Source: an optimization exercise on an open RTL-to-GDS flow (aim: small area and a short achievable clock period). Production flows keep margins and buffers that such runs may drop.
Where RTL was checked, it was by simulation tests only, not by an equivalence proof against the original.
Power figures rest on the tool's default switching activity, not on a simulated workload.

==> flow/design.v <==
module TMDS_Encoder #(
    parameter SYNC = 0               
) (
    input  wire       PixelClk,
    output reg  [9:0] pDataOutRaw,
    input  wire [7:0] pDataOut,
    input  wire       pC0,
    input  wire       pC1,
    input  wire       pVde,          
    input  wire       pVde_1,        
    input  wire       pVde_2         
);
wire [7:0] d = pDataOut;
wire t1 = d[5] | d[6] | d[7];
wire t2 = (d[5] & d[6]) | (d[5] & d[7]) | (d[6] & d[7]);
wire t3 = d[5] & d[6] & d[7];
wire u1 = d[1] | d[2] | d[3] | d[4];
wire u2 = ((d[1] | d[2]) & (d[3] | d[4])) | (d[1] & d[2]) | (d[3] & d[4]);
wire u3 = ((d[1] & d[2]) & (d[3] | d[4])) | ((d[3] & d[4]) & (d[1] | d[2]));
wire u4 = d[1] & d[2] & d[3] & d[4];
wire sel = u4 | (t1 & u3) | (t2 & u2) | (t3 & u1);
wire x12 = d[1] ^ d[2];
wire x34 = d[3] ^ d[4];
wire x56 = d[5] ^ d[6];
wire p2  = d[0] ^ x12;
wire p4  = p2 ^ x34;
wire p6  = p2 ^ (x34 ^ x56);
reg [3:0] pe_1;      
reg [3:0] nz_1;      
reg       sel_1;
wire [3:0] nz = ~({d[7], d[5], d[3], d[1]} ^ {4{sel}});
always @(posedge PixelClk) begin
    sel_1     <= sel;
    pe_1[3:2] <= {p6, p4};
    nz_1      <= nz;
    if (SYNC && !pVde) pe_1[1:0] <= {pC1, pC0};
    else               pe_1[1:0] <= {p2, d[0]};
end
wire [3:0] nz2 = nz_1;
wire [3:0] neg = nz2 & pe_1;
wire       m0  = ^nz2;
wire       m1  = (nz2[0] & nz2[1]) ^ (nz2[2] & nz2[3]) ^ ((nz2[0] ^ nz2[1]) & (nz2[2] ^ nz2[3]));
wire       m2  = &nz2;
wire [2:0] n   = neg[0] + neg[1] + neg[2] + neg[3];
wire [2:0] xh  = {1'b0, m2, m1} - n;
wire [3:0] X   = {xh, m0};
wire [7:0] q1;
genvar gk;
generate
    for (gk = 0; gk < 4; gk = gk + 1) begin : qm
        assign q1[2*gk]   = pe_1[gk];
        assign q1[2*gk+1] = ~(pe_1[gk] ^ nz_1[gk]);
    end
endgenerate
reg [7:0] q_2;
reg       sel_2;
reg [3:0] X_2;
always @(posedge PixelClk) begin
    sel_2   <= sel_1;
    X_2     <= X;
    q_2[0]  <= q1[0];
    q_2[7:2] <= q1[7:2];
    if (SYNC && !pVde_1) q_2[1] <= pe_1[1];    
    else                 q_2[1] <= q1[1];
end
reg  [3:0] c_3;
wire       q8  = ~sel_2;
wire       z   = (c_3 == 4'd0) || (X_2 == 4'd0);
wire       inv = z ? sel_2 : (c_3[3] ^ X_2[3]);
wire [3:0] s1  = c_3 + X_2 + {3'b000, q8};
wire [3:0] s0  = c_3 + ~X_2 + {3'b000, q8};
wire [9:0] tok  = {~(q_2[1] ^ q_2[0]), ~q_2[0], {8'b01010100 ^ {8{q_2[0]}}}};
wire [9:0] tok0 = 10'b1101010100;
always @(posedge PixelClk) begin
    c_3 <= pVde_2 ? (inv ? s1 : s0) : 4'd0;
    if (pVde_2)
        pDataOutRaw <= {inv, q8, q_2 ^ {8{inv}}};
    else
        pDataOutRaw <= SYNC ? tok : tok0;
end
endmodule
module rgb2dvi (
    input  wire        PixelClk,
    input  wire [23:0] vid_pData,
    input  wire        vid_pVDE,
    input  wire        vid_pHSync,
    input  wire        vid_pVSync,
    output wire [9:0]  pDataOutRaw0,    
    output wire [9:0]  pDataOutRaw1,    
    output wire [9:0]  pDataOutRaw2     
);
reg pVde_1, pVde_2;
always @(posedge PixelClk) begin
    pVde_1 <= vid_pVDE;
    pVde_2 <= pVde_1;
end
TMDS_Encoder #(.SYNC(1)) DataEncoder0 (
    .PixelClk(PixelClk), .pDataOutRaw(pDataOutRaw0),
    .pDataOut(vid_pData[15:8]), .pC0(vid_pHSync), .pC1(vid_pVSync),
    .pVde(vid_pVDE), .pVde_1(pVde_1), .pVde_2(pVde_2));
TMDS_Encoder #(.SYNC(0)) DataEncoder1 (
    .PixelClk(PixelClk), .pDataOutRaw(pDataOutRaw1),
    .pDataOut(vid_pData[7:0]), .pC0(1'b0), .pC1(1'b0),
    .pVde(vid_pVDE), .pVde_1(pVde_1), .pVde_2(pVde_2));
TMDS_Encoder #(.SYNC(0)) DataEncoder2 (
    .PixelClk(PixelClk), .pDataOutRaw(pDataOutRaw2),
    .pDataOut(vid_pData[23:16]), .pC0(1'b0), .pC1(1'b0),
    .pVde(vid_pVDE), .pVde_1(pVde_1), .pVde_2(pVde_2));
endmodule
Settings: LEC_CHECK=0, CAP_MARGIN=20, CORE_MARGIN=2, CORE_UTILIZATION=60, SETUP_SLACK_MARGIN=2.2, SLEW_MARGIN=20; clock period 4.0 ns.
standard.sh (not shown) runs the stock make flow with config.mk's settings and CLKGATE_MAP_FILE= SYNTH_SCRIPT=/design/flow/synth_recipe.tcl, a recipe that flattens the netlist after the stock synthesis.
==> flow/flow/run.sh <==
#!/bin/bash
# Standard layout (the standard.sh) with these ORFS settings on top:
#  ADDER_MAP_FILE= : no adder cells in synthesis, ABC maps the adders as plain gates
#  ABC_AREA=1 with a copy of ORFS's scripts whose abc_area.script is flow/abc.script
#  BUFFER_PORTS_ARGS : the smallest buffer on each port
set -e
SD=$PWD/scripts_abc
rm -rf "$SD"
cp -r "$FLOW_HOME/scripts" "$SD"
cp flow/abc.script "$SD/abc_area.script"
bash standard.sh SCRIPTS_DIR="$SD" ADDER_MAP_FILE= ABC_AREA=1 "BUFFER_PORTS_ARGS=-buffer_cell sky130_fd_sc_hd__buf_1" "CTS_ARGS=-sink_clustering_enable -repair_clock_nets -dont_use_dummy_load" > standard.log 2>&1
==> flow/flow/abc.script <==
strash
&get -n
&st
&syn2
&b -d
&dch -f
&nf -R 50
&put
buffer -c
topo
stime -c
upsize -c
dnsize -c
Then changed:
--- a/flow/design.v
+++ b/flow/design.v
@@ -12,12 +12,12 @@
 );
 wire [7:0] d = pDataOut;
-wire t1 = d[5] | d[6] | d[7];
-wire t2 = (d[5] & d[6]) | (d[5] & d[7]) | (d[6] & d[7]);
-wire t3 = d[5] & d[6] & d[7];
-wire u1 = d[1] | d[2] | d[3] | d[4];
-wire u2 = ((d[1] | d[2]) & (d[3] | d[4])) | (d[1] & d[2]) | (d[3] & d[4]);
-wire u3 = ((d[1] & d[2]) & (d[3] | d[4])) | ((d[3] & d[4]) & (d[1] | d[2]));
-wire u4 = d[1] & d[2] & d[3] & d[4];
-wire sel = u4 | (t1 & u3) | (t2 & u2) | (t3 & u1);
+wire a1 = d[1] | d[2] | d[3];
+wire a2 = (d[1] & d[2]) | (d[1] & d[3]) | (d[2] & d[3]);
+wire a3 = d[1] & d[2] & d[3];
+wire b1 = d[4] | d[5] | d[6] | d[7];
+wire b2 = ((d[4] | d[5]) & (d[6] | d[7])) | (d[4] & d[5]) | (d[6] & d[7]);
+wire b3 = ((d[4] & d[5]) & (d[6] | d[7])) | ((d[6] & d[7]) & (d[4] | d[5]));
+wire b4 = d[4] & d[5] & d[6] & d[7];
+wire sel = b4 | (a1 & b3) | (a2 & b2) | (a3 & b1);
 wire x12 = d[1] ^ d[2];
 wire x34 = d[3] ^ d[4];
After rerunning: The changed run completed without violations; register-to-register slack hardly moves; area after synthesis decreases by 0.87%; power decreases by 2.6%; clock skew decreases by 0.0086 ns; clock power decreases by about 1%; critical path depth stays the same; wire length decreases by 2.2%; cell count decreases by 0.63%; clock-buffer cell count does not change; fmax increases by 2.5%; design area decreases by 1.4%.
For the first run of this note, only the layout was checked, not whether the RTL still works.

== the reference run ==
RTL: the design.v shown in full above, as it stands there.
Settings: LEC_CHECK=0, CAP_MARGIN=20, CORE_MARGIN=2, CORE_UTILIZATION=60, SETUP_SLACK_MARGIN=2.2, SLEW_MARGIN=20; clock period 4.0 ns.
==> flow/flow/abc.script <==
strash
&get -n
&st
&syn2
&b -d
&dch -f
&nf
&put
buffer -c
topo
stime -c
upsize -c
dnsize -c
Scripts as last shown in full above: flow/flow/run.sh
The inputs of the trial run differ from those of the reference run as listed below.
--- a/flow/design.v
+++ b/flow/design.v
@@ -8,20 +8,20 @@
     input  wire       pC1,
     input  wire       pVde,          
     input  wire       pVde_1,        
     input  wire       pVde_2         
 );
 wire [7:0] d = pDataOut;
-wire t1 = d[5] | d[6] | d[7];
-wire t2 = (d[5] & d[6]) | (d[5] & d[7]) | (d[6] & d[7]);
-wire t3 = d[5] & d[6] & d[7];
-wire u1 = d[1] | d[2] | d[3] | d[4];
-wire u2 = ((d[1] | d[2]) & (d[3] | d[4])) | (d[1] & d[2]) | (d[3] & d[4]);
-wire u3 = ((d[1] & d[2]) & (d[3] | d[4])) | ((d[3] & d[4]) & (d[1] | d[2]));
-wire u4 = d[1] & d[2] & d[3] & d[4];
-wire sel = u4 | (t1 & u3) | (t2 & u2) | (t3 & u1);
+wire a1 = d[1] | d[2] | d[3];
+wire a2 = (d[1] & d[2]) | (d[1] & d[3]) | (d[2] & d[3]);
+wire a3 = d[1] & d[2] & d[3];
+wire b1 = d[4] | d[5] | d[6] | d[7];
+wire b2 = ((d[4] | d[5]) & (d[6] | d[7])) | (d[4] & d[5]) | (d[6] & d[7]);
+wire b3 = ((d[4] & d[5]) & (d[6] | d[7])) | ((d[6] & d[7]) & (d[4] | d[5]));
+wire b4 = d[4] & d[5] & d[6] & d[7];
+wire sel = b4 | (a1 & b3) | (a2 & b2) | (a3 & b1);
 wire x12 = d[1] ^ d[2];
 wire x34 = d[3] ^ d[4];
 wire x56 = d[5] ^ d[6];
 wire p2  = d[0] ^ x12;
 wire p4  = p2 ^ x34;
 wire p6  = p2 ^ (x34 ^ x56);
### Flow results
The trial run: all stages complete, timing, DRC and antenna checks passed. Going from the reference run to the trial run, net count after synthesis shrank slightly. Between the trial run and the reference run, the final critical-path setup slack does not differ in any meaningful way. From the trial run to the reference run, number of antenna repair diodes did not move at all. The core occupancy in the finished layout in the trial run was lower than what the reference run gave. The detail-routed net length per standard cell of the trial run is lower than that of the reference run. Compared with the reference run, the trial run shows arrival time of the worst setup path lower by 0.02 ns. Compared the reference run against the trial run; post-route fraction of the period consumed by the critical path within noise.
The RTL of the reference run was laid out without a check of its function.

Setup of old:
RTL: one of the versions met above, not the one the previous note started from.
Size: ~470 cells after synthesis, roughly 58 I/O pins, roughly 4400 µm² of cells after synthesis.
==> module TMDS_Encoder, before the edit <==
module TMDS_Encoder #(
    parameter SYNC = 0               
) (
    input  wire       PixelClk,
    output reg  [9:0] pDataOutRaw,
    input  wire [7:0] pDataOut,
    input  wire       pC0,
    input  wire       pC1,
    input  wire       pVde,          
    input  wire       pVde_1,        
    input  wire       pVde_2         
);
wire [7:0] d = pDataOut;
wire a1 = d[1] | d[2] | d[3];
wire a2 = (d[1] & d[2]) | (d[1] & d[3]) | (d[2] & d[3]);
wire a3 = d[1] & d[2] & d[3];
wire b1 = d[4] | d[5] | d[6] | d[7];
wire b2 = ((d[4] | d[5]) & (d[6] | d[7])) | (d[4] & d[5]) | (d[6] & d[7]);
wire b3 = ((d[4] & d[5]) & (d[6] | d[7])) | ((d[6] & d[7]) & (d[4] | d[5]));
wire b4 = d[4] & d[5] & d[6] & d[7];
wire sel = b4 | (a1 & b3) | (a2 & b2) | (a3 & b1);
wire x12 = d[1] ^ d[2];
wire x34 = d[3] ^ d[4];
wire x56 = d[5] ^ d[6];
wire p2  = d[0] ^ x12;
wire p4  = p2 ^ x34;
wire p6  = p2 ^ (x34 ^ x56);
reg [3:0] pe_1;      
reg [3:0] nz_1;      
reg       sel_1;
wire [3:0] nz = ~({d[7], d[5], d[3], d[1]} ^ {4{sel}});
always @(posedge PixelClk) begin
    sel_1     <= sel;
    pe_1[3:2] <= {p6, p4};
    nz_1      <= nz;
    if (SYNC && !pVde) pe_1[1:0] <= {pC1, pC0};
    else               pe_1[1:0] <= {p2, d[0]};
end
wire [3:0] nz2 = nz_1;
wire [3:0] neg = nz2 & pe_1;
wire       m0  = ^nz2;
wire       m1  = (nz2[0] & nz2[1]) ^ (nz2[2] & nz2[3]) ^ ((nz2[0] ^ nz2[1]) & (nz2[2] ^ nz2[3]));
wire       m2  = &nz2;
wire [2:0] n   = neg[0] + neg[1] + neg[2] + neg[3];
wire [2:0] xh  = {1'b0, m2, m1} - n;
wire [3:0] X   = {xh, m0};
wire [7:0] q1;
genvar gk;
generate
    for (gk = 0; gk < 4; gk = gk + 1) begin : qm
        assign q1[2*gk]   = pe_1[gk];
        assign q1[2*gk+1] = ~(pe_1[gk] ^ nz_1[gk]);
    end
endgenerate
reg [7:0] q_2;
reg       sel_2;
reg [3:0] X_2;
always @(posedge PixelClk) begin
    sel_2   <= sel_1;
    X_2     <= X;
    q_2[0]  <= q1[0];
    q_2[7:2] <= q1[7:2];
    if (SYNC && !pVde_1) q_2[1] <= pe_1[1];    
    else                 q_2[1] <= q1[1];
end
reg  [3:0] c_3;
wire       q8  = ~sel_2;
wire       z   = (c_3 == 4'd0) || (X_2 == 4'd0);
wire       inv = z ? sel_2 : (c_3[3] ^ X_2[3]);
wire [3:0] s1  = c_3 + X_2 + {3'b000, q8};
wire [3:0] s0  = c_3 + ~X_2 + {3'b000, q8};
wire [9:0] tok  = {~(q_2[1] ^ q_2[0]), ~q_2[0], {8'b01010100 ^ {8{q_2[0]}}}};
wire [9:0] tok0 = 10'b1101010100;
always @(posedge PixelClk) begin
    c_3 <= pVde_2 ? (inv ? s1 : s0) : 4'd0;
    if (pVde_2)
        pDataOutRaw <= {inv, q8, q_2 ^ {8{inv}}};
    else
        pDataOutRaw <= SYNC ? tok : tok0;
end
endmodule
==> flow/config.mk <==
export PLATFORM = sky130hd
export DESIGN_NAME = rgb2dvi
export DESIGN_NICKNAME = rgb2dvi
export VERILOG_FILES = /design/flow/design.v
export SDC_FILE = /design/flow/constraint.sdc
export NUM_CORES = 4
export LEC_CHECK = 0
export CAP_MARGIN = 20
export CORE_MARGIN = 2
export CORE_UTILIZATION = 60
export SETUP_SLACK_MARGIN = 2.25
export SLEW_MARGIN = 20
==> flow/constraint.sdc <==
create_clock -name core_clock -period 4.0 [get_ports {PixelClk}]
set_input_delay 0.8000 -clock core_clock [delete_from_list [all_inputs] [get_ports {PixelClk}]]
set_output_delay 0.8000 -clock core_clock [all_outputs]
set_load 0.01 [all_outputs]
==> flow/flow/abc.script <==
strash
&get -n
&st
&syn2
&b -d
&dch -f
&nf -R 50
&put
buffer -c
topo
stime -c
upsize -c
dnsize -c
Scripts as last shown in full above: flow/flow/run.sh
diff inputs: old => new
--- a/flow/design.v
+++ b/flow/design.v
@@ -12,14 +12,16 @@
 );
 wire [7:0] d = pDataOut;
 wire a1 = d[1] | d[2] | d[3];
 wire a2 = (d[1] & d[2]) | (d[1] & d[3]) | (d[2] & d[3]);
 wire a3 = d[1] & d[2] & d[3];
-wire b1 = d[4] | d[5] | d[6] | d[7];
-wire b2 = ((d[4] | d[5]) & (d[6] | d[7])) | (d[4] & d[5]) | (d[6] & d[7]);
-wire b3 = ((d[4] & d[5]) & (d[6] | d[7])) | ((d[6] & d[7]) & (d[4] | d[5]));
-wire b4 = d[4] & d[5] & d[6] & d[7];
+wire e1 = d[4] | d[5], e2 = d[4] & d[5];
+wire f1 = d[6] | d[7], f2 = d[6] & d[7];
+wire b1 = e1 | f1;
+wire b2 = e2 | f2 | (e1 & f1);
+wire b3 = (e2 & f1) | (f2 & e1);
+wire b4 = e2 & f2;
 wire sel = b4 | (a1 & b3) | (a2 & b2) | (a3 & b1);
 wire x12 = d[1] ^ d[2];
 wire x34 = d[3] ^ d[4];
 wire x56 = d[5] ^ d[6];
 wire p2  = d[0] ^ x12;
==> comparison <==
Result for new and old: all clean. Across both runs, utilization after layout was lower for new than for old. Final period utilization (new over old): decrease, 0.68 points. Of new and old, the run reporting the higher clock period minus worst slack was old. Clock group share of total power in new is 0.2 points higher than in old. The final cell count on old is in line with that on new. From old to new the numbers moved as follows: maximum single-stage delay on the critical path fell 0.21 ns; total power divided by cell area fell 13 nW/µm². In new, worst max-slew margin expressed relative to the limit is higher than in old. The net count reported at finish was comparable across new and old. The die width of new and that of old are within noise of each other.

what the ideal ports hide:
The flow's constraints put no driver on any port. The routed layouts listed below were extracted and timed again, unchanged, in two steps.
Step 1 (the two cells are an assumption about what drives the block):
set clk [get_ports {PixelClk}]
set_driving_cell -lib_cell sky130_fd_sc_hd__clkbuf_16 $clk
set_driving_cell -lib_cell sky130_fd_sc_hd__buf_2 [delete_from_list [all_inputs] $clk]
Step 2 also shifts input and output timing later by t, the mid clock arrival at the registers, as if the neighbouring blocks saw the same clock.
Slacks: no drivers / after step 1 / after step 2; pairs: no drivers / after step 1.
run | t (ns) | slack for setup (ns) | cell pins on the clock port's net
the first run of note 1 | 0.380 | 2.241 / 2.250 / 1.870 | 1
the second run of note 1 | 0.374 | 2.285 / 2.291 / 1.918 | 1
the reference run | 0.385 | 2.287 / 2.296 / 1.912 | 1
the trial run | 0.384 | 2.289 / 2.301 / 1.918 | 1
old | 0.378 | 2.286 / 2.286 / 1.926 | 1
new | 0.376 | 2.313 / 2.305 / 1.944 | 1
After both steps setup and hold are still met in every run listed. The setup slack of the reference run, which loses most, moves by +0.009 ns with the drivers and by -0.375 ns with both steps.
